Context: an optimization exercise on an open-source flow, tuned for small area, a short achievable clock period and few clock cycles. The choices shown serve that exercise and are no tape-out recipe. Function was checked by simulation only, so behaviour that the tests miss may differ from the original. Power figures rest on the tool's default switching activity, not on a simulated workload.

run A:
// core
module core #(                              
	parameter ADDR_W = 32,
	parameter INST_W = 32,
	parameter DATA_W = 32
)(
	input                   i_clk,
	input                   i_rst_n,
	output     [ ADDR_W-1 : 0 ] o_i_addr,
	input      [ INST_W-1 : 0 ] i_i_inst,
	output reg                  o_d_wen,
	output     [ ADDR_W-1 : 0 ] o_d_addr,
	output     [ DATA_W-1 : 0 ] o_d_wdata,
	input      [ DATA_W-1 : 0 ] i_d_rdata,
	output reg [    1 : 0 ] o_status,
	output reg              o_status_valid
);
reg  [9:0]  pc_f;           
reg  [9:0]  pc_d;           
reg  [10:0] d_pc4;          
reg         d_valid;
reg  [9:0]  nxt_r;          
reg         stopped;        
reg         x_valid;
reg         x_ok_t, x_ok_n;  
reg         p_br, p_taken;   
reg  [31:0] x_a, x_b;
reg  [15:0] x_imm;
reg  [4:0]  x_rd;
reg         x_wr, x_lw, x_sw, x_eof, x_itype;
reg         x_add, x_sub, x_addu, x_subu, x_and, x_or, x_nor, x_slt;
reg         x_br, x_beq;
reg  [9:0]  x_tgt, x_pc4;
reg         x_oor_t, x_oor_n;
reg         x_sm_a, x_sw_a, x_sb_a, x_sr_a;
reg         x_sm_b, x_sw_b, x_sb_b, x_sr_b, x_si_b;
reg  [31:0] m_res;
reg  [4:0]  m_rd;
reg         m_valid, m_wr, m_lw;
reg         m_eof, m_oor, m_itype;
reg         m_sgn, m_addu, m_subu, m_aerr, m_a31, m_b31, m_c32;
reg  [5:0]  d_addr;
reg  [31:0] w_res;
reg  [4:0]  w_rd;
reg         w_wen, w_lw;
reg  [31:0] b_res;
reg         pend2;
reg  [31:0] rf [0:31];
reg  [31:0]   rfv;
assign o_i_addr  = {22'd0, pc_f};
assign o_d_addr  = {24'd0, d_addr, 2'b00};
assign o_d_wdata = m_res;
wire x_live = x_valid & ~stopped & (p_br ? (p_taken ? x_ok_t : x_ok_n) : x_ok_n);
wire m_err  = m_sgn & (m_a31 == m_b31) & (m_res[31] != m_a31)
            | m_addu & m_c32
            | m_subu & ~m_c32
            | m_aerr;
wire m_stop = m_valid & (m_err | m_eof | m_oor);
  ...
Size: ~3,800 cells after synthesis, about 1,400 flip-flops, about 170 I/O pins.
Settings: LEC_CHECK=0, ABC_CLOCK_PERIOD_IN_PS=4000, CAP_MARGIN=20, CORE_MARGIN=2, CORE_UTILIZATION=40, CTS_CLUSTER_DIAMETER=80, CTS_CLUSTER_SIZE=20, SLEW_MARGIN=20, SYNTH_HIERARCHICAL=1; clock period 12.0 ns.
standard.sh (not shown) runs the stock make flow with config.mk's settings and CLKGATE_MAP_FILE= SYNTH_SCRIPT=/design/flow/synth_recipe.tcl, a recipe that flattens the netlist after the stock synthesis.
==> flow/flow/run.sh <==
#!/bin/bash
# Standard ORFS layout (the standard.sh) with:
#  - repair_timing asked to leave extra setup slack, so the design runs well
#    below the clock period;
#  - port buffers of a small fast cell (buf_2) rather than the default pick.
# Clock tree sink clusters are set in config.mk.
# make's own output goes to flow_make.log; ORFS keeps each step's log under orfs/logs.
set -euo pipefail
bash standard.sh SETUP_SLACK_MARGIN=8.3 \
  "BUFFER_PORTS_ARGS=-buffer_cell sky130_fd_sc_hd__buf_2" \
  finish > flow_make.log 2>&1
Testbench counts of run A, summed over its fixed seeds: cycles 39,787.
For run D, these inputs were changed with respect to run A:
diff --git a/flow/flow/run.sh b/flow/flow/run.sh
--- a/flow/flow/run.sh
+++ b/flow/flow/run.sh
@@ -9 +9 @@
-bash standard.sh SETUP_SLACK_MARGIN=8.3 \
+bash standard.sh SETUP_SLACK_MARGIN=7.9 \
==> notes.md <==
Run D vs. run A: data arrival at the endpoint of the critical path has increased, sequential power closely matched the old numbers, post-placement cell area was more or less identical, design area lower, critical path depth fell 2.
Register cell area after layout across run A and run D: no real change.
Going from run A to run D, global-route met3 utilization shows an increase of 0.32 points; overall routed net length shows a reduction of 6.9%.
Power per standard cell area: run D vs run A up about 3%
In the flow results for run A and run D, the number of nets in the finished design is smaller on run D.
The launching element of the worst setup path comes out i_i_inst[0] in one run and i_i_inst[23] in the other, namely in run A and run D respectively.

[what the ideal ports hide]
The results above use ideal ports. As a check the final layouts listed here were re-extracted and re-timed, cells and wires unchanged. Step 1 sets driving cells, clkbuf_16 on the clock port and buf_2 on the other inputs (assumed; they add their load-dependent delay and slew). Step 2 adds t to the input delays and takes it off the output delays; t is the mean of the earliest and latest rising clock arrival at the registers after step 1. Input paths then give back, and output paths get back, about the clock's delay inside the block. a / b / c = ideal / step 1 / step 2; a / b = the first two.
run	shift t [ns]	slack for setup (ns)	worst setup path after step 2	latest minus earliest clock arrival (ns)	worst register clock-pin slew, ns
run A	0.785	7.883 / 7.801 / 7.016	input to register	0.032 / 0.032	0.10 / 0.10
run D	0.788	7.861 / 7.687 / 6.898	input to register	0.035 / 0.035	0.09 / 0.09
After both steps setup and hold are still met in every run listed. The setup slack of run D, which loses most, moves by -0.174 ns with the drivers and by -0.963 ns with both steps.
